What follows belongs to an exercise in optimizing a design on an open flow for small area and a short achievable clock period; a production flow would make more cautious choices.
The RTL was checked by simulation tests, not by an equivalence proof against the original design.

## dds
module dds
(
    input wire          sys_clk     ,
    input wire          sys_rst_n   ,
    input wire  [5:0]   wave_sel,
    input wire  [3:0]   mode_sel,
    input wire  [8:0]   F,
    input wire  [10:0]  T,
    input wire  [6:0]   Z,
    output reg  [21:0]  dac_data,
    output wire [7:0]   dac_data_8bit
);
clock: 120.0 ns
lec_check: 0
abc_area: 1
cap_margin: 15
core_margin: 2
core_utilization: 45
cts_cluster_diameter: 100
cts_cluster_size: 30
slew_margin: 15
synth_memory_max_bits: 16384
standard.sh (not shown) runs the stock make flow with config.mk's settings and CLKGATE_MAP_FILE= SYNTH_SCRIPT=/design/flow/synth_recipe.tcl, a recipe that flattens the netlist after the stock synthesis.
==> flow/flow/run.sh <==
#!/bin/bash
# Layout flow: the standard flow with two changes made after global
# placement, before the standard resizing:
#  - the port buffers that buffer_ports inserts are made
#    sky130_fd_sc_hd__buf_4 (it picks clkdlybuf4s50_1, a delay cell); every
#    port keeps its buffer;
#  - gates in the fanout of the data inputs that drive five or more pins are
#    given drive strength 4 (2 where there is no 4).
set -euo pipefail

# synthesis, floorplan and global placement (with port buffering)
bash standard.sh 3_3_place_gp > flow_to_gp.log 2>&1

openroad -no_init -exit flow/port_buffers.tcl > port_buffers.log 2>&1
openroad -no_init -exit flow/upsize_inputs.tcl > upsize_inputs.log 2>&1

# the rest of the standard flow, from resizing on
bash standard.sh > flow_rest.log 2>&1
Other scripts of this flow, unchanged in this note and not shown: flow/flow/port_buffers.tcl, flow/flow/upsize_inputs.tcl
==> next run, changes <==
--- a/flow/design.v
+++ b/flow/design.v
@@ -615,53 +615,53 @@
             radd[k] = a[k] ^ b[k] ^ c;
             c = (a[k] & b[k]) | (c & (a[k] ^ b[k]));
         end
     end
 endfunction
 reg [8:1] v;
 always @(posedge sys_clk or negedge sys_rst_n)
     if (!sys_rst_n) v <= 8'd0;
     else            v <= {v[7:1], 1'b1};
 reg [8:0]  Fr, Fr2;
 reg [10:0] Tr, Tr2;
-reg [6:0]  Z1;
+reg [6:0]  Z1, Z2;
 reg [4:0]  flag;
 always @(posedge sys_clk or negedge sys_rst_n)
     if (!sys_rst_n) begin
         wave_sel1 <= 6'd0; mode_sel1 <= 4'd0; Fr <= 9'd0; Tr <= 11'd0; Z1 <= 7'd0;
         flag <= 5'd0;
     end else begin
         wave_sel1 <= wave_sel; mode_sel1 <= mode_sel; Fr <= F; Tr <= T; Z1 <= Z;
         flag <= {wave_sel1 != wave_sel, mode_sel1 != mode_sel, Fr != F, Tr != T, Z1 != Z};
     end
 always @(posedge sys_clk) begin
-    m1d <= m_1; Fr2 <= Fr; Tr2 <= Tr;
+    m1d <= m_1; Fr2 <= Fr; Tr2 <= Tr; Z2 <= Z1;
 end
 wire judge = |flag;            
 reg  [3:1] lfd;                
 reg  [4:1] jd;                 
 wire judge_c = jd[1];          
 wire [31:0] tr25  = radd({19'd0, Tr2, 2'd0}, {16'd0, Tr2, 5'd0}, 1'b0);       
 wire [31:0] tr100 = radd(tr25, {13'd0, Tr2, 6'd0}, 1'b0);                       
 wire [18:0] TIME  = tr100[18:0];
 wire        lfm1  = lfd[1];      
 wire        m1_1  = m1d;
 reg  [2:0]  tzc;
 reg  [25:0] TZ;
 wire        tz_ok = (tzc == 3'd7);
 always @(posedge sys_clk)
     if (!v[1])     tzc <= 3'd0;
     else if (judge_c) tzc <= 3'd0;
     else if (!tz_ok) tzc <= tzc + 3'd1;
 always @(posedge sys_clk)
-    if (!tz_ok) TZ <= radd({6'd0, (tzc == 3'd0 ? 26'd0 : {TZ[24:0], 1'b0})}, {13'd0, (Z1[3'd6 - tzc] ? TIME : 19'd0)}, 1'b0);
+    if (!tz_ok) TZ <= radd({6'd0, (tzc == 3'd0 ? 26'd0 : {TZ[24:0], 1'b0})}, {13'd0, (Z2[3'd6 - tzc] ? TIME : 19'd0)}, 1'b0);
 reg [25:0] cnt;
 reg        T_cnt;
 reg [3:0]  T_cnt1;
 reg [5:1]  T_cnt_d;
 wire [31:0] cnt_u  = radd({7'd0, cnt[25:1]}, 32'd0, 1'b1);
 wire [25:0] cnt_p2 = {cnt_u[24:0], cnt[0]};
 wire [25:0] cnt_p1 = cnt[0] ? {cnt_u[24:0], 1'b0} : {cnt[25:1], 1'b1};
 wire eq_t   = (cnt    == {7'd0, TIME});
 wire eq_tm1 = (cnt_p1 == {7'd0, TIME});
 wire eq_tm2 = (cnt_p2 == {7'd0, TIME});
 wire eq_t1  = !v[2] ? (cnt == 26'd0) :
Outcome: The changed run went through all stages and came out clean; critical path depth does not change; first-iteration DRC count climbs by 2.8%; routed wire length came out lower by 0.56%; synthesized area is about the same; fmax stays flat; clock-buffer cell count went down by 3; global-route usage is lower by 0.33 points; final cell count hardly moves; register-to-register slack is worse by 350 ps.


dds, a different RTL version from the one above (not shown whole).
Size: about 12000 cells after synthesis, roughly 690 flip-flops, about 0.089 mm^2 of cells after synthesis.
// dds
module dds
(
    input wire          sys_clk     ,
    input wire          sys_rst_n   ,
    input wire  [5:0]   wave_sel,
    input wire  [3:0]   mode_sel,
    input wire  [8:0]   F,
    input wire  [10:0]  T,
    input wire  [6:0]   Z,
    output reg  [21:0]  dac_data,
    output wire [7:0]   dac_data_8bit
);
reg [5:0]  wave_sel1;
reg [3:0]  mode_sel1;
reg        m1d;                
wire w_lfm  = (wave_sel1 == 6'b000100);
wire w_nflm = (wave_sel1 == 6'b100000);
wire w_bpsk = (wave_sel1 == 6'b001000);
wire w_qpsk = (wave_sel1 == 6'b010000);
wire w_cos  = (wave_sel1 == 6'b000010);
wire w_psk  = w_bpsk | w_qpsk;
wire m_1    = (mode_sel1 == 4'b0001);
wire m_2    = (mode_sel1 == 4'b0010);
wire m_4    = (mode_sel1 == 4'b0100);
wire m_8    = (mode_sel1 == 4'b1000);
function [31:0] radd;
    input [31:0] a;
    input [31:0] b;
    input        ci;
    integer k;
    reg c;
    begin
        c = ci;
        for (k = 0; k < 32; k = k + 1) begin
            radd[k] = a[k] ^ b[k] ^ c;
            c = (a[k] & b[k]) | (c & (a[k] ^ b[k]));
        end
    end
endfunction
reg [8:1] v;
always @(posedge sys_clk or negedge sys_rst_n)
    if (!sys_rst_n) v <= 8'd0;
    else            v <= {v[7:1], 1'b1};
reg [8:0]  Fr, Fr2;
reg [10:0] Tr, Tr2;
reg [6:0]  Z1;
reg [4:0]  flag;
always @(posedge sys_clk or negedge sys_rst_n)
    if (!sys_rst_n) begin
        wave_sel1 <= 6'd0; mode_sel1 <= 4'd0; Fr <= 9'd0; Tr <= 11'd0; Z1 <= 7'd0;
        flag <= 5'd0;
    end else begin
        wave_sel1 <= wave_sel; mode_sel1 <= mode_sel; Fr <= F; Tr <= T; Z1 <= Z;
        flag <= {wave_sel1 != wave_sel, mode_sel1 != mode_sel, Fr != F, Tr != T, Z1 != Z};
    end
always @(posedge sys_clk) begin
    m1d <= m_1; Fr2 <= Fr; Tr2 <= Tr;
end
wire judge = |flag;            
reg  [3:1] lfd;                
reg  [4:1] jd;                 
wire judge_c = jd[1];          
wire [31:0] tr25  = radd({19'd0, Tr2, 2'd0}, {16'd0, Tr2, 5'd0}, 1'b0);       
wire [31:0] tr100 = radd(tr25, {13'd0, Tr2, 6'd0}, 1'b0);                       
wire [18:0] TIME  = tr100[18:0];
  ...
==> module dds_ctrl, before the edit <==
module dds_ctrl (
    input  wire        clk,
    input  wire [17:0] A,
    input  wire        vld,
    output wire [20:0] mag,       
    output wire        neg        
);
reg [21:0] crs_lo [0:255];
reg [21:0] crs_hi [0:255];
reg [3:0]  cfn    [0:255];
initial begin
    $readmemh("sin_corse.hex", crs_lo);
    $readmemh("sin_corse.hex", crs_hi);
    $readmemh("cos_fine.hex", cfn);
end
wire [1:0]  q   = A[17:16];
wire [7:0]  i   = A[15:8];
wire [7:0]  jx  = A[7:0];
wire [6:0]  il  = i[7] ? ~i[6:0] : i[6:0];
wire [21:0] lo  = crs_lo[{1'b0, il}];         
wire [21:0] hi  = crs_hi[{1'b1, ~il}];        
wire        sx  = i[7] ^ q[0];
wire [21:0] X   = sx ? hi : lo;       
wire [21:0] Y   = sx ? lo : hi;
wire [3:0]  cf  = cfn[jx];
wire signed [7:0]  sd  = {~jx[7], jx[6:0]};
wire signed [27:0] sdx = sd;
wire signed [27:0] sft = (sdx <<< 19) - (sdx <<< 17) + (sdx <<< 14) + (sdx <<< 11) + (sdx <<< 7) - sdx + 28'sd4096;
wire [13:0] sf  = sft[26:13];
wire [25:0] r0  = cf[0] ? {4'd0, X}       : 26'd0;
wire [25:0] r1  = cf[1] ? {3'd0, X, 1'b0} : 26'd0;
wire [25:0] r2  = cf[2] ? {2'd0, X, 2'b0} : 26'd0;
wire [25:0] r3  = cf[3] ? {1'd0, X, 3'b0} : 26'd0;
wire [25:0] s1  = r0 ^ r1 ^ r2;
wire [25:0] c1  = {(r0[24:0] & r1[24:0]) | (r0[24:0] & r2[24:0]) | (r1[24:0] & r2[24:0]), 1'b0};
wire [25:0] s2  = s1 ^ c1 ^ r3;
wire [25:0] c2  = {(s1[24:0] & c1[24:0]) | (s1[24:0] & r3[24:0]) | (c1[24:0] & r3[24:0]), 1'b0};
reg  [25:0] m1;
reg         mc;
integer t;
always @(*) begin
    mc = 1'b0;
    for (t = 0; t < 26; t = t + 1) begin
        m1[t] = s2[t] ^ c2[t] ^ mc;
        mc = (s2[t] & c2[t]) | (mc & (s2[t] ^ c2[t]));
    end
end
wire [35:0] m2 = Y * sf;
reg [4:0]  p1;
reg [13:0] p2;
reg [1:0]  qo;
always @(posedge clk) begin
    p1 <= vld ? m1[25:21] : 5'd0;
    p2 <= vld ? m2[35:22] : 14'd0;
    qo <= q;
end
wire [21:0] add = (i[7] ^ qo[0]) ? hi : lo;
wire [22:0] ca  = {1'b0, add};
wire [22:0] cb  = {9'd0, p2};
wire [22:0] cc  = {18'd0, p1};
wire [22:0] cs  = ca ^ cb ^ cc;
wire [22:0] cy  = {(ca[21:0] & cb[21:0]) | (ca[21:0] & cc[21:0]) | (cb[21:0] & cc[21:0]), 1'b0};
reg  [22:0] sum;
reg         c;
integer b;
always @(*) begin
    c = 1'b0;
    for (b = 0; b < 23; b = b + 1) begin
        sum[b] = cs[b] ^ cy[b] ^ c;
        c = (cs[b] & cy[b]) | (c & (cs[b] ^ cy[b]));
    end
end
assign mag = vld ? sum[22:2] : 21'd0;
assign neg = vld & qo[1];
endmodule
clock: 120.0 ns
lec_check: 0
abc_area: 1
cap_margin: 8
core_margin: 2
core_utilization: 45
cts_cluster_diameter: 100
cts_cluster_size: 30
slew_margin: 8
synth_memory_max_bits: 16384
==> flow/flow/port_buffers.tcl <==
# Replace the cell of each buffer that sits on a port (other than the clock)
# with sky130_fd_sc_hd__buf_4 where buffer_ports chose a clock delay cell.
read_liberty $::env(FLOW_HOME)/platforms/sky130hd/lib/sky130_fd_sc_hd__tt_025C_1v80.lib
set odb orfs/results/sky130hd/dds/base/3_3_place_gp.odb
read_db $odb
set block [ord::get_db_block]
set n 0
foreach bterm [$block getBTerms] {
    set net [$bterm getNet]
    if { $net eq "NULL" || [$bterm getName] eq "sys_clk" } { continue }
    foreach iterm [$net getITerms] {
        set inst [$iterm getInst]
        set master [[$inst getMaster] getName]
        if { [string match "sky130_fd_sc_hd__clkdlybuf*" $master] } {
            if { 1 } {
                puts "port [$bterm getName]: [$inst getName] $master -> sky130_fd_sc_hd__buf_4"
                replace_cell [$inst getName] sky130_fd_sc_hd__buf_4
                incr n
            }
        }
    }
}
puts "replaced $n port buffers"
write_db $odb
==> flow/flow/upsize_inputs.tcl <==
# Upsize the gates in the combinational fanout of the data inputs that drive
# five or more pins: these paths start late (the input delay), so their gates
# should be fast; the standard flow leaves them as synthesis sized them.
read_liberty $::env(FLOW_HOME)/platforms/sky130hd/lib/sky130_fd_sc_hd__tt_025C_1v80.lib
set odb orfs/results/sky130hd/dds/base/3_3_place_gp.odb
read_db $odb
set ins {}
foreach p [all_inputs] {
    set n [get_name $p]
    if { $n ne "sys_clk" && $n ne "sys_rst_n" } { lappend ins $p }
}
set n 0
foreach inst [get_cells [get_fanout -from $ins -only_cells -flat]] {
    set lc [get_lib_cells -quiet -of_objects $inst]
    if { $lc eq "" || $lc eq "NULL" } { continue }
    set lcn [get_name $lc]
    if { [regexp {df|dl|edf|sdf} $lcn] } { continue }
    if { ![regexp {^(sky130_fd_sc_hd__[a-z0-9]+)_([0-9]+)$} $lcn -> base drive] } { continue }
    set fo 0
    foreach pin [get_pins -of_objects $inst -filter "direction==output"] {
        set net [get_nets -of_objects $pin]
        if { $net ne "" } { incr fo [llength [get_pins -of_objects $net -filter "direction==input"]] }
    }
    if { $fo < 5 || $drive >= 4 } { continue }
    set target ""
    foreach d {4 2} {
        if { [llength [get_lib_cells -quiet sky130_fd_sc_hd__tt_025C_1v80/${base}_$d]] } { set target ${base}_$d; break }
    }
    if { $target eq "" } { continue }
    puts "[get_name $inst]: $lcn (fanout $fo) -> $target"
    replace_cell [get_name $inst] $target
    incr n
}
puts "upsized $n cells"
write_db $odb
Scripts as last shown in full above: flow/flow/run.sh
Change:
--- a/flow/design.v
+++ b/flow/design.v
@@ -25,28 +25,11 @@
 wire [3:0]  cf  = cfn[jx];
 wire signed [7:0]  sd  = {~jx[7], jx[6:0]};
 wire signed [27:0] sdx = sd;
 wire signed [27:0] sft = (sdx <<< 19) - (sdx <<< 17) + (sdx <<< 14) + (sdx <<< 11) + (sdx <<< 7) - sdx + 28'sd4096;
 wire [13:0] sf  = sft[26:13];
-wire [25:0] r0  = cf[0] ? {4'd0, X}       : 26'd0;
-wire [25:0] r1  = cf[1] ? {3'd0, X, 1'b0} : 26'd0;
-wire [25:0] r2  = cf[2] ? {2'd0, X, 2'b0} : 26'd0;
-wire [25:0] r3  = cf[3] ? {1'd0, X, 3'b0} : 26'd0;
-wire [25:0] s1  = r0 ^ r1 ^ r2;
-wire [25:0] c1  = {(r0[24:0] & r1[24:0]) | (r0[24:0] & r2[24:0]) | (r1[24:0] & r2[24:0]), 1'b0};
-wire [25:0] s2  = s1 ^ c1 ^ r3;
-wire [25:0] c2  = {(s1[24:0] & c1[24:0]) | (s1[24:0] & r3[24:0]) | (c1[24:0] & r3[24:0]), 1'b0};
-reg  [25:0] m1;
-reg         mc;
-integer t;
-always @(*) begin
-    mc = 1'b0;
-    for (t = 0; t < 26; t = t + 1) begin
-        m1[t] = s2[t] ^ c2[t] ^ mc;
-        mc = (s2[t] & c2[t]) | (mc & (s2[t] ^ c2[t]));
-    end
-end
+wire [25:0] m1 = X * cf;
 wire [35:0] m2 = Y * sf;
 reg [4:0]  p1;
 reg [13:0] p2;
 reg [1:0]  qo;
 always @(posedge clk) begin
Global-route usage came out higher by 1.5 points.
Via count goes up by a few percent.
Cell area rises slightly.
Count of clock-buffer cells in the layout rose by 6.
Die area rose slightly.
Wire length climbs by a few percent.
Area after synthesis goes up slightly.
Fmax is about the same.
Worst setup slack loses 0.044 ns.
Sequential share of layout area is lower by 0.28 points.
Core utilization grows by 0.24 points.

## what the ideal ports hide
In the flow no input, the clock included, has a driving cell. The finished layouts below were timed again as built, in two steps.
Step 1 sets driving cells, clkbuf_16 on the clock port and buf_2 on the other inputs (assumed; they add their load-dependent delay and slew).
Step 2 adds t to the input delays and takes it off the output delays; t is the mean of the earliest and latest rising clock arrival at the registers after step 1. Input paths then give back, and output paths get back, about the clock's delay inside the block.
Three values: ideal, step 1, step 2; two values: the first two.
run	shift t [ns]	setup slack, ns	clock arrival spread, ns	worst slew at a driven data input, ns
the first run of note 1	0.777	94.760 / 94.662 / 94.787	0.052 / 0.052	0.04
the second run of note 1	0.752	94.725 / 94.646 / 94.705	0.110 / 0.110	0.05
the first run of note 2	0.726	94.796 / 94.712 / 94.483	0.050 / 0.051	0.05
the second run of note 2	0.752	94.753 / 94.677 / 94.775	0.059 / 0.059	0.04
After both steps every run listed still meets setup and hold. For the first run of note 2, which loses most, drivers alone change the setup slack by -0.084 ns; drivers and shift together by -0.313 ns.
